From an optimization exercise on the open Yosys and OpenROAD flow, aimed at small area and a short achievable clock period; shortcuts taken in it are not production practice. Function was checked by simulation only, so behaviour that the tests miss may differ from the original. Power figures rest on the tool's default switching activity, not on a simulated workload.

// pipecpu
module pipecpu(clk, rst, instr, readdata, PC, MemWrite, aluout, writedata);
Size in the first run: roughly 5600 cells after synthesis, ~1400 flip-flops.
export LEC_CHECK = 0
export CAP_MARGIN = 20
export CORE_MARGIN = 2
export CORE_UTILIZATION = 65
export CTS_CLUSTER_DIAMETER = 70
export CTS_CLUSTER_SIZE = 20
export PLACE_DENSITY = 0.75
export SLEW_MARGIN = 20
export SYNTH_HIERARCHICAL = 1
create_clock -name core_clock -period 12.5 [get_ports {clk}]
standard.sh (not shown) runs the stock make flow with config.mk's settings and CLKGATE_MAP_FILE= SYNTH_SCRIPT=/design/flow/synth_recipe.tcl, a recipe that flattens the netlist after the stock synthesis.
==> flow/flow/run.sh <==
#!/bin/bash
# The standard layout, with timing repair aiming well below the clock
# period (the SDC is unchanged), plain buffers on the ports, and without the
# slow two-stage OR / AND cells (the platform's don't-use cells stay
# don't-use).
set -euo pipefail
DONT_USE="sky130_fd_sc_hd__probe_p_8 sky130_fd_sc_hd__probec_p_8 sky130_fd_sc_hd__lpflow_bleeder_1 sky130_fd_sc_hd__lpflow_clkbufkapwr_1 sky130_fd_sc_hd__lpflow_clkbufkapwr_16 sky130_fd_sc_hd__lpflow_clkbufkapwr_2 sky130_fd_sc_hd__lpflow_clkbufkapwr_4 sky130_fd_sc_hd__lpflow_clkbufkapwr_8 sky130_fd_sc_hd__lpflow_clkinvkapwr_1 sky130_fd_sc_hd__lpflow_clkinvkapwr_16 sky130_fd_sc_hd__lpflow_clkinvkapwr_2 sky130_fd_sc_hd__lpflow_clkinvkapwr_4 sky130_fd_sc_hd__lpflow_clkinvkapwr_8 sky130_fd_sc_hd__lpflow_decapkapwr_12 sky130_fd_sc_hd__lpflow_decapkapwr_3 sky130_fd_sc_hd__lpflow_decapkapwr_4 sky130_fd_sc_hd__lpflow_decapkapwr_6 sky130_fd_sc_hd__lpflow_decapkapwr_8 sky130_fd_sc_hd__lpflow_inputiso0n_1 sky130_fd_sc_hd__lpflow_inputiso0p_1 sky130_fd_sc_hd__lpflow_inputiso1n_1 sky130_fd_sc_hd__lpflow_inputiso1p_1 sky130_fd_sc_hd__lpflow_inputisolatch_1 sky130_fd_sc_hd__lpflow_isobufsrc_1 sky130_fd_sc_hd__lpflow_isobufsrc_16 sky130_fd_sc_hd__lpflow_isobufsrc_2 sky130_fd_sc_hd__lpflow_isobufsrc_4 sky130_fd_sc_hd__lpflow_isobufsrc_8 sky130_fd_sc_hd__lpflow_isobufsrckapwr_16 sky130_fd_sc_hd__lpflow_lsbuf_lh_hl_isowell_tap_1 sky130_fd_sc_hd__lpflow_lsbuf_lh_hl_isowell_tap_2 sky130_fd_sc_hd__lpflow_lsbuf_lh_hl_isowell_tap_4 sky130_fd_sc_hd__lpflow_lsbuf_lh_isowell_4 sky130_fd_sc_hd__lpflow_lsbuf_lh_isowell_tap_1 sky130_fd_sc_hd__lpflow_lsbuf_lh_isowell_tap_2 sky130_fd_sc_hd__lpflow_lsbuf_lh_isowell_tap_4 sky130_fd_sc_hd__a2111o_1 sky130_fd_sc_hd__a2111o_2 sky130_fd_sc_hd__a2111o_4 sky130_fd_sc_hd__and4_1 sky130_fd_sc_hd__and4_2 sky130_fd_sc_hd__and4_4 sky130_fd_sc_hd__and4b_1 sky130_fd_sc_hd__and4b_2 sky130_fd_sc_hd__and4b_4 sky130_fd_sc_hd__and4bb_1 sky130_fd_sc_hd__and4bb_2 sky130_fd_sc_hd__and4bb_4 sky130_fd_sc_hd__o2111a_1 sky130_fd_sc_hd__o2111a_2 sky130_fd_sc_hd__o2111a_4 sky130_fd_sc_hd__or3_1 sky130_fd_sc_hd__or3_2 sky130_fd_sc_hd__or3_4 sky130_fd_sc_hd__or3b_1 sky130_fd_sc_hd__or3b_2 sky130_fd_sc_hd__or3b_4 sky130_fd_sc_hd__or4_1 sky130_fd_sc_hd__or4_2 sky130_fd_sc_hd__or4_4 sky130_fd_sc_hd__or4b_1 sky130_fd_sc_hd__or4b_2 sky130_fd_sc_hd__or4b_4 sky130_fd_sc_hd__or4bb_1 sky130_fd_sc_hd__or4bb_2 sky130_fd_sc_hd__or4bb_4 "
bash standard.sh SETUP_SLACK_MARGIN=8.5 "BUFFER_PORTS_ARGS=-buffer_cell sky130_fd_sc_hd__buf_4" "DONT_USE_CELLS=$DONT_USE" finish > standard_flow.log 2>&1
The starting point passed the timing, DRC and antenna checks.
Then changed:
- CORE_UTILIZATION: 65 -> 50
- CTS_CLUSTER_DIAMETER: 70 -> 85
- CTS_CLUSTER_SIZE: 20 -> 25
- PLACE_DENSITY: 0.75 -> 0.8
Combinational power came out higher slightly.
Fmax came out higher by a few percent.
Setup slack gains 0.11 ns.
Hold slack is about the same.
Cell area is about the same.
First-iteration DRC count came out lower by a few percent.
Sequential cell count is unchanged.
Then changed:
- PLACE_DENSITY: 0.8 -> 0.75
Effect: The new run produced a clean layout. Final area stays flat. Setup slack gets better by 0.034 ns. Clock power decreases by about 2%. Worst hold slack loses 0.0041 ns. Total power fell by 0.80%. Routed wire length rises by 0.31%. Clock skew is higher by 0.010 ns.

* * *

delta:
pipecpu, a different RTL version from the one above (not shown whole).
Size: about 6300 cells after synthesis, roughly 160 I/O pins, about 70000 sq um of cells after synthesis.
clock: 12.5 ns
lec_check: 0
cap_margin: 20
core_margin: 2
core_utilization: 50
cts_cluster_diameter: 85
cts_cluster_size: 25
place_density: 0.75
slew_margin: 20
synth_hierarchical: 1
==> flow/flow/run.sh <==
#!/bin/bash
# The standard layout, with:
# - synthesis: the standard flow's own synthesis script, with a delay-driven ABC script
#   (strash; dch; map -D; buffer; upsize; dnsize) for the final technology
#   mapping in place of ORFS's abc_speed.script; registers are untouched;
# - timing repair aiming well below the clock period (the SDC is unchanged);
# - plain buffers on the ports;
# - without the slow two-stage OR / AND cells (the platform's don't-use cells
#   stay don't-use).
set -euo pipefail
W=$(pwd)
cat > "$W/synth_abc.tcl" <<EOT
proc abc {args} {
   set rest {}
   set skip 0
   foreach a \$args {
      if {\$skip} { set skip 0; continue }
      if {\$a eq "-script"} { set skip 1; continue }
      lappend rest \$a
   }
   yosys abc -script "+strash;dch;map,-D,1100;buffer;upsize,-D,1100;dnsize,-D,1100" {*}\$rest
}
source $W/synth_recipe.tcl
EOT
DONT_USE="sky130_fd_sc_hd__probe_p_8 sky130_fd_sc_hd__probec_p_8 sky130_fd_sc_hd__lpflow_bleeder_1 sky130_fd_sc_hd__lpflow_clkbufkapwr_1 sky130_fd_sc_hd__lpflow_clkbufkapwr_16 sky130_fd_sc_hd__lpflow_clkbufkapwr_2 sky130_fd_sc_hd__lpflow_clkbufkapwr_4 sky130_fd_sc_hd__lpflow_clkbufkapwr_8 sky130_fd_sc_hd__lpflow_clkinvkapwr_1 sky130_fd_sc_hd__lpflow_clkinvkapwr_16 sky130_fd_sc_hd__lpflow_clkinvkapwr_2 sky130_fd_sc_hd__lpflow_clkinvkapwr_4 sky130_fd_sc_hd__lpflow_clkinvkapwr_8 sky130_fd_sc_hd__lpflow_decapkapwr_12 sky130_fd_sc_hd__lpflow_decapkapwr_3 sky130_fd_sc_hd__lpflow_decapkapwr_4 sky130_fd_sc_hd__lpflow_decapkapwr_6 sky130_fd_sc_hd__lpflow_decapkapwr_8 sky130_fd_sc_hd__lpflow_inputiso0n_1 sky130_fd_sc_hd__lpflow_inputiso0p_1 sky130_fd_sc_hd__lpflow_inputiso1n_1 sky130_fd_sc_hd__lpflow_inputiso1p_1 sky130_fd_sc_hd__lpflow_inputisolatch_1 sky130_fd_sc_hd__lpflow_isobufsrc_1 sky130_fd_sc_hd__lpflow_isobufsrc_16 sky130_fd_sc_hd__lpflow_isobufsrc_2 sky130_fd_sc_hd__lpflow_isobufsrc_4 sky130_fd_sc_hd__lpflow_isobufsrc_8 sky130_fd_sc_hd__lpflow_isobufsrckapwr_16 sky130_fd_sc_hd__lpflow_lsbuf_lh_hl_isowell_tap_1 sky130_fd_sc_hd__lpflow_lsbuf_lh_hl_isowell_tap_2 sky130_fd_sc_hd__lpflow_lsbuf_lh_hl_isowell_tap_4 sky130_fd_sc_hd__lpflow_lsbuf_lh_isowell_4 sky130_fd_sc_hd__lpflow_lsbuf_lh_isowell_tap_1 sky130_fd_sc_hd__lpflow_lsbuf_lh_isowell_tap_2 sky130_fd_sc_hd__lpflow_lsbuf_lh_isowell_tap_4 sky130_fd_sc_hd__a2111o_1 sky130_fd_sc_hd__a2111o_2 sky130_fd_sc_hd__a2111o_4 sky130_fd_sc_hd__and4_1 sky130_fd_sc_hd__and4_2 sky130_fd_sc_hd__and4_4 sky130_fd_sc_hd__and4b_1 sky130_fd_sc_hd__and4b_2 sky130_fd_sc_hd__and4b_4 sky130_fd_sc_hd__and4bb_1 sky130_fd_sc_hd__and4bb_2 sky130_fd_sc_hd__and4bb_4 sky130_fd_sc_hd__o2111a_1 sky130_fd_sc_hd__o2111a_2 sky130_fd_sc_hd__o2111a_4 sky130_fd_sc_hd__or3_1 sky130_fd_sc_hd__or3_2 sky130_fd_sc_hd__or3_4 sky130_fd_sc_hd__or3b_1 sky130_fd_sc_hd__or3b_2 sky130_fd_sc_hd__or3b_4 sky130_fd_sc_hd__or4_1 sky130_fd_sc_hd__or4_2 sky130_fd_sc_hd__or4_4 sky130_fd_sc_hd__or4b_1 sky130_fd_sc_hd__or4b_2 sky130_fd_sc_hd__or4b_4 sky130_fd_sc_hd__or4bb_1 sky130_fd_sc_hd__or4bb_2 sky130_fd_sc_hd__or4bb_4 "
bash standard.sh "SYNTH_SCRIPT=$W/synth_abc.tcl" SETUP_SLACK_MARGIN=8.5 "BUFFER_PORTS_ARGS=-buffer_cell sky130_fd_sc_hd__buf_4" "DONT_USE_CELLS=$DONT_USE" finish > standard_flow.log 2>&1
### delta -> amber
--- a/flow/flow/run.sh
+++ b/flow/flow/run.sh
@@ -24,3 +24,3 @@
 EOT
 DONT_USE="sky130_fd_sc_hd__probe_p_8 sky130_fd_sc_hd__probec_p_8 sky130_fd_sc_hd__lpflow_bleeder_1 sky130_fd_sc_hd__lpflow_clkbufkapwr_1 sky130_fd_sc_hd__lpflow_clkbufkapwr_16 sky130_fd_sc_hd__lpflow_clkbufkapwr_2 sky130_fd_sc_hd__lpflow_clkbufkapwr_4 sky130_fd_sc_hd__lpflow_clkbufkapwr_8 sky130_fd_sc_hd__lpflow_clkinvkapwr_1 sky130_fd_sc_hd__lpflow_clkinvkapwr_16 sky130_fd_sc_hd__lpflow_clkinvkapwr_2 sky130_fd_sc_hd__lpflow_clkinvkapwr_4 sky130_fd_sc_hd__lpflow_clkinvkapwr_8 sky130_fd_sc_hd__lpflow_decapkapwr_12 sky130_fd_sc_hd__lpflow_decapkapwr_3 sky130_fd_sc_hd__lpflow_decapkapwr_4 sky130_fd_sc_hd__lpflow_decapkapwr_6 sky130_fd_sc_hd__lpflow_decapkapwr_8 sky130_fd_sc_hd__lpflow_inputiso0n_1 sky130_fd_sc_hd__lpflow_inputiso0p_1 sky130_fd_sc_hd__lpflow_inputiso1n_1 sky130_fd_sc_hd__lpflow_inputiso1p_1 sky130_fd_sc_hd__lpflow_inputisolatch_1 sky130_fd_sc_hd__lpflow_isobufsrc_1 sky130_fd_sc_hd__lpflow_isobufsrc_16 sky130_fd_sc_hd__lpflow_isobufsrc_2 sky130_fd_sc_hd__lpflow_isobufsrc_4 sky130_fd_sc_hd__lpflow_isobufsrc_8 sky130_fd_sc_hd__lpflow_isobufsrckapwr_16 sky130_fd_sc_hd__lpflow_lsbuf_lh_hl_isowell_tap_1 sky130_fd_sc_hd__lpflow_lsbuf_lh_hl_isowell_tap_2 sky130_fd_sc_hd__lpflow_lsbuf_lh_hl_isowell_tap_4 sky130_fd_sc_hd__lpflow_lsbuf_lh_isowell_4 sky130_fd_sc_hd__lpflow_lsbuf_lh_isowell_tap_1 sky130_fd_sc_hd__lpflow_lsbuf_lh_isowell_tap_2 sky130_fd_sc_hd__lpflow_lsbuf_lh_isowell_tap_4 sky130_fd_sc_hd__a2111o_1 sky130_fd_sc_hd__a2111o_2 sky130_fd_sc_hd__a2111o_4 sky130_fd_sc_hd__and4_1 sky130_fd_sc_hd__and4_2 sky130_fd_sc_hd__and4_4 sky130_fd_sc_hd__and4b_1 sky130_fd_sc_hd__and4b_2 sky130_fd_sc_hd__and4b_4 sky130_fd_sc_hd__and4bb_1 sky130_fd_sc_hd__and4bb_2 sky130_fd_sc_hd__and4bb_4 sky130_fd_sc_hd__o2111a_1 sky130_fd_sc_hd__o2111a_2 sky130_fd_sc_hd__o2111a_4 sky130_fd_sc_hd__or3_1 sky130_fd_sc_hd__or3_2 sky130_fd_sc_hd__or3_4 sky130_fd_sc_hd__or3b_1 sky130_fd_sc_hd__or3b_2 sky130_fd_sc_hd__or3b_4 sky130_fd_sc_hd__or4_1 sky130_fd_sc_hd__or4_2 sky130_fd_sc_hd__or4_4 sky130_fd_sc_hd__or4b_1 sky130_fd_sc_hd__or4b_2 sky130_fd_sc_hd__or4b_4 sky130_fd_sc_hd__or4bb_1 sky130_fd_sc_hd__or4bb_2 sky130_fd_sc_hd__or4bb_4 "
-bash standard.sh "SYNTH_SCRIPT=$W/synth_abc.tcl" SETUP_SLACK_MARGIN=8.5 "BUFFER_PORTS_ARGS=-buffer_cell sky130_fd_sc_hd__buf_4" "DONT_USE_CELLS=$DONT_USE" finish > standard_flow.log 2>&1
+bash standard.sh "SYNTH_SCRIPT=$W/synth_abc.tcl" SETUP_SLACK_MARGIN=8.5 "BUFFER_PORTS_ARGS=-buffer_cell sky130_fd_sc_hd__buf_4" "DONT_USE_CELLS=$DONT_USE" MATCH_CELL_FOOTPRINT=0 finish > standard_flow.log 2>&1
Results
- Global-route usage came out exactly the same in delta and amber.
- Net load switching power delta (delta -> amber): insignificant
- Status: synthesized instance count parity (amber, delta)
- On final instance area, delta tracks amber almost exactly.
- Cell count across delta and amber: no real change.
For raven, these inputs were changed with respect to amber:
==> flow/flow/run.sh <==
#!/bin/bash
# The standard layout, with:
# - synthesis: the standard flow's own synthesis script, with a delay-driven ABC script
#   (strash; dch; map -D; buffer; upsize; dnsize) for the final technology
#   mapping in place of ORFS's abc_speed.script (a looser delay target for
#   the top module than for the others); registers are untouched;
# - timing repair aiming well below the clock period (the SDC is unchanged);
# - plain buffers on the ports;
# - without the slow two-stage OR / AND cells (the platform's don't-use cells
#   stay don't-use).
set -euo pipefail
W=$(pwd)
cat > "$W/synth_abc.tcl" <<EOT
proc abc {args} {
   set rest {}
   set skip 0
   foreach a \$args {
      if {\$skip} { set skip 0; continue }
      if {\$a eq "-script"} { set skip 1; continue }
      lappend rest \$a
   }
   yosys abc -script "+strash;dch;map,-D,1100;buffer;upsize,-D,1100;dnsize,-D,1100" {*}\$rest rf_read br_eq alu_add alu_ls pc_sel pci_sel
   yosys abc -script "+strash;dch;map,-D,1600;buffer;upsize,-D,1600;dnsize,-D,1600" {*}\$rest pipecpu
}
source $W/synth_recipe.tcl
EOT
DONT_USE="sky130_fd_sc_hd__probe_p_8 sky130_fd_sc_hd__probec_p_8 sky130_fd_sc_hd__lpflow_bleeder_1 sky130_fd_sc_hd__lpflow_clkbufkapwr_1 sky130_fd_sc_hd__lpflow_clkbufkapwr_16 sky130_fd_sc_hd__lpflow_clkbufkapwr_2 sky130_fd_sc_hd__lpflow_clkbufkapwr_4 sky130_fd_sc_hd__lpflow_clkbufkapwr_8 sky130_fd_sc_hd__lpflow_clkinvkapwr_1 sky130_fd_sc_hd__lpflow_clkinvkapwr_16 sky130_fd_sc_hd__lpflow_clkinvkapwr_2 sky130_fd_sc_hd__lpflow_clkinvkapwr_4 sky130_fd_sc_hd__lpflow_clkinvkapwr_8 sky130_fd_sc_hd__lpflow_decapkapwr_12 sky130_fd_sc_hd__lpflow_decapkapwr_3 sky130_fd_sc_hd__lpflow_decapkapwr_4 sky130_fd_sc_hd__lpflow_decapkapwr_6 sky130_fd_sc_hd__lpflow_decapkapwr_8 sky130_fd_sc_hd__lpflow_inputiso0n_1 sky130_fd_sc_hd__lpflow_inputiso0p_1 sky130_fd_sc_hd__lpflow_inputiso1n_1 sky130_fd_sc_hd__lpflow_inputiso1p_1 sky130_fd_sc_hd__lpflow_inputisolatch_1 sky130_fd_sc_hd__lpflow_isobufsrc_1 sky130_fd_sc_hd__lpflow_isobufsrc_16 sky130_fd_sc_hd__lpflow_isobufsrc_2 sky130_fd_sc_hd__lpflow_isobufsrc_4 sky130_fd_sc_hd__lpflow_isobufsrc_8 sky130_fd_sc_hd__lpflow_isobufsrckapwr_16 sky130_fd_sc_hd__lpflow_lsbuf_lh_hl_isowell_tap_1 sky130_fd_sc_hd__lpflow_lsbuf_lh_hl_isowell_tap_2 sky130_fd_sc_hd__lpflow_lsbuf_lh_hl_isowell_tap_4 sky130_fd_sc_hd__lpflow_lsbuf_lh_isowell_4 sky130_fd_sc_hd__lpflow_lsbuf_lh_isowell_tap_1 sky130_fd_sc_hd__lpflow_lsbuf_lh_isowell_tap_2 sky130_fd_sc_hd__lpflow_lsbuf_lh_isowell_tap_4 sky130_fd_sc_hd__a2111o_1 sky130_fd_sc_hd__a2111o_2 sky130_fd_sc_hd__a2111o_4 sky130_fd_sc_hd__and4_1 sky130_fd_sc_hd__and4_2 sky130_fd_sc_hd__and4_4 sky130_fd_sc_hd__and4b_1 sky130_fd_sc_hd__and4b_2 sky130_fd_sc_hd__and4b_4 sky130_fd_sc_hd__and4bb_1 sky130_fd_sc_hd__and4bb_2 sky130_fd_sc_hd__and4bb_4 sky130_fd_sc_hd__o2111a_1 sky130_fd_sc_hd__o2111a_2 sky130_fd_sc_hd__o2111a_4 sky130_fd_sc_hd__or3_1 sky130_fd_sc_hd__or3_2 sky130_fd_sc_hd__or3_4 sky130_fd_sc_hd__or3b_1 sky130_fd_sc_hd__or3b_2 sky130_fd_sc_hd__or3b_4 sky130_fd_sc_hd__or4_1 sky130_fd_sc_hd__or4_2 sky130_fd_sc_hd__or4_4 sky130_fd_sc_hd__or4b_1 sky130_fd_sc_hd__or4b_2 sky130_fd_sc_hd__or4b_4 sky130_fd_sc_hd__or4bb_1 sky130_fd_sc_hd__or4bb_2 sky130_fd_sc_hd__or4bb_4 "
bash standard.sh "SYNTH_SCRIPT=$W/synth_abc.tcl" SETUP_SLACK_MARGIN=8.5 "BUFFER_PORTS_ARGS=-buffer_cell sky130_fd_sc_hd__buf_4" "DONT_USE_CELLS=$DONT_USE" finish > standard_flow.log 2>&1
## What came out
Number of standard cells in the layout, taps in and fillers out: raven lower than amber
Compared with amber, raven shows a lower switching power summed over all nets.
Summary of raven over amber: logic gate share of total power decreased by 0.9 points relative to the old numbers, row count decreased by 1 relative to the old numbers.
Here is what was changed in the inputs of ember compared with raven.
==> flow/flow/run.sh <==
#!/bin/bash
# The standard layout, with timing repair aiming well below the clock
# period (the SDC is unchanged), plain buffers on the ports, and without the
# slow two-stage OR / AND cells (the platform's don't-use cells stay
# don't-use).
set -euo pipefail
DONT_USE="sky130_fd_sc_hd__probe_p_8 sky130_fd_sc_hd__probec_p_8 sky130_fd_sc_hd__lpflow_bleeder_1 sky130_fd_sc_hd__lpflow_clkbufkapwr_1 sky130_fd_sc_hd__lpflow_clkbufkapwr_16 sky130_fd_sc_hd__lpflow_clkbufkapwr_2 sky130_fd_sc_hd__lpflow_clkbufkapwr_4 sky130_fd_sc_hd__lpflow_clkbufkapwr_8 sky130_fd_sc_hd__lpflow_clkinvkapwr_1 sky130_fd_sc_hd__lpflow_clkinvkapwr_16 sky130_fd_sc_hd__lpflow_clkinvkapwr_2 sky130_fd_sc_hd__lpflow_clkinvkapwr_4 sky130_fd_sc_hd__lpflow_clkinvkapwr_8 sky130_fd_sc_hd__lpflow_decapkapwr_12 sky130_fd_sc_hd__lpflow_decapkapwr_3 sky130_fd_sc_hd__lpflow_decapkapwr_4 sky130_fd_sc_hd__lpflow_decapkapwr_6 sky130_fd_sc_hd__lpflow_decapkapwr_8 sky130_fd_sc_hd__lpflow_inputiso0n_1 sky130_fd_sc_hd__lpflow_inputiso0p_1 sky130_fd_sc_hd__lpflow_inputiso1n_1 sky130_fd_sc_hd__lpflow_inputiso1p_1 sky130_fd_sc_hd__lpflow_inputisolatch_1 sky130_fd_sc_hd__lpflow_isobufsrc_1 sky130_fd_sc_hd__lpflow_isobufsrc_16 sky130_fd_sc_hd__lpflow_isobufsrc_2 sky130_fd_sc_hd__lpflow_isobufsrc_4 sky130_fd_sc_hd__lpflow_isobufsrc_8 sky130_fd_sc_hd__lpflow_isobufsrckapwr_16 sky130_fd_sc_hd__lpflow_lsbuf_lh_hl_isowell_tap_1 sky130_fd_sc_hd__lpflow_lsbuf_lh_hl_isowell_tap_2 sky130_fd_sc_hd__lpflow_lsbuf_lh_hl_isowell_tap_4 sky130_fd_sc_hd__lpflow_lsbuf_lh_isowell_4 sky130_fd_sc_hd__lpflow_lsbuf_lh_isowell_tap_1 sky130_fd_sc_hd__lpflow_lsbuf_lh_isowell_tap_2 sky130_fd_sc_hd__lpflow_lsbuf_lh_isowell_tap_4 sky130_fd_sc_hd__a2111o_1 sky130_fd_sc_hd__a2111o_2 sky130_fd_sc_hd__a2111o_4 sky130_fd_sc_hd__and4_1 sky130_fd_sc_hd__and4_2 sky130_fd_sc_hd__and4_4 sky130_fd_sc_hd__and4b_1 sky130_fd_sc_hd__and4b_2 sky130_fd_sc_hd__and4b_4 sky130_fd_sc_hd__and4bb_1 sky130_fd_sc_hd__and4bb_2 sky130_fd_sc_hd__and4bb_4 sky130_fd_sc_hd__o2111a_1 sky130_fd_sc_hd__o2111a_2 sky130_fd_sc_hd__o2111a_4 sky130_fd_sc_hd__or3_1 sky130_fd_sc_hd__or3_2 sky130_fd_sc_hd__or3_4 sky130_fd_sc_hd__or3b_1 sky130_fd_sc_hd__or3b_2 sky130_fd_sc_hd__or3b_4 sky130_fd_sc_hd__or4_1 sky130_fd_sc_hd__or4_2 sky130_fd_sc_hd__or4_4 sky130_fd_sc_hd__or4b_1 sky130_fd_sc_hd__or4b_2 sky130_fd_sc_hd__or4b_4 sky130_fd_sc_hd__or4bb_1 sky130_fd_sc_hd__or4bb_2 sky130_fd_sc_hd__or4bb_4 "
bash standard.sh SETUP_SLACK_MARGIN=8.5 "BUFFER_PORTS_ARGS=-buffer_cell sky130_fd_sc_hd__buf_4" "DONT_USE_CELLS=$DONT_USE" finish > standard_flow.log 2>&1
### Flow results
Weighted congestion reported at the end of routability-driven placement delta (raven -> ember): insignificant. Routed wirelength normalized by instance count: ember vs raven up 2.5 um. Compared with raven, total of plain and repair buffers excluding clock buffers in ember decreased slightly. ember ended with less filler-free cell count of the finished design than raven. A first element of the critical path of g_rd[1].rdb.sel[8]$_DFF_PP0_ is what raven shows, while g_rd[1].rda.sel[16]$_DFF_PP0_ belongs to ember. Against raven, total power in ember came out better. ember vs raven: count of cells along the worst register-to-register path down in ember. Routing usage on met2: ember < raven.

port drivers added, routing unchanged:
The results above use ideal ports. As a check the final layouts listed here were re-extracted and re-timed, cells and wires unchanged. Step 1 (the two cells are an assumption about what drives the block):
set clk [get_ports {clk}]
set_driving_cell -lib_cell sky130_fd_sc_hd__clkbuf_16 $clk
set_driving_cell -lib_cell sky130_fd_sc_hd__buf_2 [delete_from_list [all_inputs] $clk]
Step 2 moves the port delays by t, midway between the first and last clock arrival at a register: inputs arrive t later, outputs are due t later. That takes back most of the time a late clock gives input paths. a / b / c = ideal / step 1 / step 2; a / b = the first two.
run	shift t [ns]	setup WS [ns]	worst register clock-pin slew, ns	worst data-port slew with drivers (ns)
the first run of note 1	0.804	8.054 / 8.054 / 7.409	0.11 / 0.11	0.08
the second run of note 1	0.826	8.164 / 8.081 / 7.543	0.11 / 0.11	0.12
the third run of note 1	0.794	8.198 / 8.124 / 7.563	0.11 / 0.11	0.08
delta	0.819	8.277 / 8.199 / 7.567	0.11 / 0.11	0.19
amber	0.816	8.279 / 8.202 / 7.576	0.11 / 0.11	0.19
raven	0.814	8.286 / 8.221 / 7.516	0.11 / 0.11	0.17
ember	0.804	8.235 / 8.207 / 7.478	0.11 / 0.11	0.10
After both steps setup and hold are still met in every run listed. The setup slack of raven, which loses most, moves by -0.065 ns with the drivers and by -0.770 ns with both steps.
